Source: an optimization exercise on an open RTL-to-GDS flow (aim: small area, a short achievable clock period and few clock cycles). Production flows keep margins and buffers that such runs may drop. RTL that was checked went through simulation tests only; none was proved equivalent to the original. No activity file was given, so power comes from the tool's default toggle rates.

## day12_top
module day12_top #(
    parameter MAX_REGION_W = 64,
    parameter MAX_REGION_H = 64
) (
    input  wire clk,
    input  wire rst_n,
    input  wire in_valid,
    input  wire [31:0] in_data,
    output wire in_ready,
    output wire out_valid,
    output wire [31:0] out_data,
    input  wire out_ready
);
clock: 14.5 ns
lec_check: 0
cap_margin: 20
core_margin: 2
core_utilization: 60
slew_margin: 20
synth_hierarchical: 1
standard.sh (not shown) runs the stock make flow with config.mk's settings and CLKGATE_MAP_FILE= SYNTH_SCRIPT=/design/flow/synth_recipe.tcl, a recipe that flattens the netlist after the stock synthesis.
==> flow/flow/run.sh <==
#!/bin/bash
# The standard layout (the standard.sh: standard synthesis, floorplan,
# placement, CTS, routing), with one change: the buffers that global
# placement puts on every input and output port are buf_2 cells instead of
# the cell buffer_ports picks by default.
set -euo pipefail
export BUFFER_PORTS_ARGS="-buffer_cell sky130_fd_sc_hd__buf_2"
bash standard.sh > standard.log 2>&1
The baseline completed without violations.
Edit:
--- a/flow/design.v
+++ b/flow/design.v
@@ -27,16 +27,18 @@
 reg  [15:0] count;
 reg  [7:0]  cells [0:7];
 reg  [31:0] r_data;
 reg  [31:0] r_a;           
 reg  [3:0]  r_a1w;
 reg         r_v;
 reg         r_wh, r_q1, r_q2, r_end;
-wire accept = in_valid & ~busy;
-assign in_ready  = ~busy;
+reg         pstall;        
+reg         nrdy;          
+wire accept = in_valid & ~nrdy;
+assign in_ready  = ~nrdy;
 assign out_valid = ovalid;
 assign out_data  = {16'd0, count};
 wire [7:0] rhc = r_data[23:16];
 wire       r_ns_zero = (r_data[15:0] == 16'd0);
 wire       r_nr_zero = (r_data[31:16] == 16'd0);
 wire [3:0] r_ns_clamp = (r_data[15:4] != 12'd0 || r_data[3]) ? 4'd8 : {1'b0, r_data[2:0]};
 reg [1:0]  nxt_phase;
@@ -83,39 +85,38 @@
                 end else begin
                     nxt_rsub = rsub + 2'd1;
                 end
             end
         endcase
     end
 end
-wire in_ns_zero = (in_data[15:0] == 16'd0);
-wire in_nr_zero = (in_data[31:16] == 16'd0);
-wire in_hc_zero = (in_data[23:16] == 8'd0);
 wire hdr_in_r  = r_v && (phase == PH_HDR);
 wire rdec      = r_v && (phase == PH_REG) && (rsub == 2'd2);
 wire sdec      = r_v && (phase == PH_SHDR || phase == PH_SDATA) && sdone;
 wire n_last_shape = hdr_in_r ? (r_ns_clamp == 4'd1) : (sdec ? (sleft == 4'd2) : (sleft == 4'd1));
 wire n_rl_zero = hdr_in_r ? r_nr_zero : (rdec ? (rleft == 16'd1) : (rleft == 16'd0));
 wire n_rl_one  = hdr_in_r ? (r_data[31:16] == 16'd1) : (rdec ? (rleft == 16'd2) : (rleft == 16'd1));
-wire n_wl_one  = (r_v && phase == PH_SHDR) ? (rhc[7:3] == 5'd0 && rhc[2:0] != 3'd0) || (rhc == 8'd4)
+wire n_wl_one  = (r_v && phase == PH_SHDR) ? (rhc[7:2] == 6'd0 && rhc[1:0] != 2'd0) || (rhc == 8'd4)
                                            : ((r_v && phase == PH_SDATA) ? (wl == 7'd2) : (wl == 7'd1));
 wire n_reg = (nxt_phase == PH_REG);
 wire t_wh = accept & n_reg & (nxt_rsub == 2'd0);
 wire t_q1 = accept & n_reg & (nxt_rsub == 2'd1);
 wire t_q2 = accept & n_reg & (nxt_rsub == 2'd2);
 reg  end_if;
 always @(*) begin
     case (nxt_phase)
-        PH_HDR:   end_if = in_ns_zero & in_nr_zero;
-        PH_SHDR:  end_if = in_hc_zero & n_last_shape & n_rl_zero;
+        PH_HDR, PH_SHDR: end_if = 1'b0;
         PH_SDATA: end_if = n_wl_one & n_last_shape & n_rl_zero;
         default:  end_if = (nxt_rsub == 2'd2) & n_rl_one;
     endcase
 end
-wire t_end = accept & end_if;
+wire t_end   = accept & end_if;
+wire t_maybe = accept & ((nxt_phase == PH_HDR) | ((nxt_phase == PH_SHDR) & n_last_shape & n_rl_zero));
+wire late_end = pstall & ((phase == PH_HDR) ? (r_ns_zero & r_nr_zero) : (rhc == 8'd0));
+wire busy_nxt = t_end | late_end | (busy & ~(ovalid & out_ready));
 integer i;
 wire [31:0] a_in = ({32{t_wh}} & {in_data[7:0], in_data[15:8], 8'd0, in_data[23:16]})
                  | ({32{t_q1}} & {cells[3], cells[2], cells[1], cells[0]})
                  | ({32{t_q2}} & {cells[7], cells[6], cells[5], cells[4]});
 always @(posedge clk) begin
     r_data <= in_data;
     r_a    <= a_in;
@@ -128,24 +129,25 @@
     rsub  <= nxt_rsub;
     if (r_v && phase == PH_SHDR)
         cells[idx] <= rhc;
     if (!rst_n) begin
         phase <= PH_HDR;
         r_v   <= 1'b0;
         busy  <= 1'b0;
+        pstall <= 1'b0;
+        nrdy  <= 1'b0;
         r_wh <= 1'b0; r_q1 <= 1'b0; r_q2 <= 1'b0; r_end <= 1'b0;
         for (i = 0; i < 8; i = i + 1)
             cells[i] <= 8'd0;
     end else begin
         r_v <= accept;
         r_wh <= t_wh; r_q1 <= t_q1; r_q2 <= t_q2; r_end <= t_end;
-        if (t_end)
-            busy <= 1'b1;
-        else if (ovalid && out_ready)
-            busy <= 1'b0;
+        busy   <= busy_nxt;
+        pstall <= t_maybe;
+        nrdy   <= busy_nxt | t_maybe;
     end
 end
 wire wh = r_wh;
 wire [7:0] by0 = r_data[7:0];
 wire [7:0] by1 = r_data[15:8];
 wire [7:0] by2 = r_data[23:16];
 wire [7:0] by3 = r_data[31:24];
@@ -1580,15 +1582,15 @@
     sm1_18 <= pp380;
     sg1_19 <= gm732;
     sm1_19 <= ms691;
     p_big <= big;
     if (!rst_n) begin
         p_wh <= 1'b0; p_q2 <= 1'b0; p_end <= 1'b0;
     end else begin
-        p_wh <= r_wh; p_q2 <= r_q2; p_end <= r_end;
+        p_wh <= r_wh; p_q2 <= r_q2; p_end <= r_end | late_end;
     end
 end
 reg  [19:0] acc;
 wire [19:0] sum_s, sum_c;
 wire bh1;
 wire bk2;
 wire bs3;
@@ -1771,16 +1773,21 @@
 day12_fa u_bs119 (.a(bs39), .b(bc78), .c(bs79), .s(bs119), .co(bc120));
 assign sum_s = {bc118, bc116, bc114, bc112, bc110, bc108, bc106, bc104, bc102, bc100, bc98, bc96, bc94, bc92, bc90, bc88, bc86, bc84, bk82, bh81};
 assign sum_c = {bs119, bs117, bs115, bs113, bs111, bs109, bs107, bs105, bs103, bs101, bs99, bs97, bs95, bs93, bs91, bs89, bs87, bs85, bs83, bh1};
 wire [19:0] sum = sum_s + sum_c;
 reg         satf;
 wire        fit = p_q2 & (satf | sum[19]);
 reg         f_fit, f_end;
+reg inreg;
 always @(posedge clk) begin
     if (!rst_n || p_q2)
+        inreg <= 1'b0;
+    else if (p_wh)
+        inreg <= 1'b1;
+    if (!rst_n || p_q2 || !(inreg || p_wh))
         acc <= 20'd0;
     else if (p_wh)
         acc <= ~sum;
     else
         acc <= sum;
     if (p_wh)
         satf <= p_big | sum[19];
The changed run completed with no timing, DRC or antenna violations.
Total power came out lower by 9.2%.
Cell count rises by about 0.5%.
Final area goes up by about 0.36%.
Critical path depth went up by 6.
Register-to-register slack is worse by 0.28 ns.
Testbench counts after the change, summed over its fixed seeds: cycles 41,785.
No functional check of the RTL was part of the first run of this note.

-- afterwards: timing with drivers on the ports --
No port has a modelled driver above. Below, the same layouts with a new extraction and two added sets of constraints.
Step 1 assumes that a clkbuf_16 drives the clock port and a buf_2 every other input.
Step 2 times the ports against the registers' clock, not the clock port: input delays grow and output delays shrink by t, the midpoint of the rising clock arrivals with the driver on.
a / b / c = ideal ports / drivers / drivers and shift; a / b = the first two.
run | shift t [ns] | slack for setup (ns) | hold WS [ns] | slew at the worst register clock pin (ns) | worst data-port slew with drivers (ns)
the first run | 0.564 | 10.150 / 10.186 / 9.623 | 0.431 / 0.431 / 0.431 | 0.06 / 0.06 | 0.03
the second run | 0.563 | 10.189 / 10.189 / 10.189 | 0.435 / 0.435 / 0.435 | 0.06 / 0.06 | 0.05
After both steps setup and hold are still met in every run listed. For the first run, which loses most, drivers alone change the setup slack by +0.036 ns; drivers and shift together by -0.527 ns.
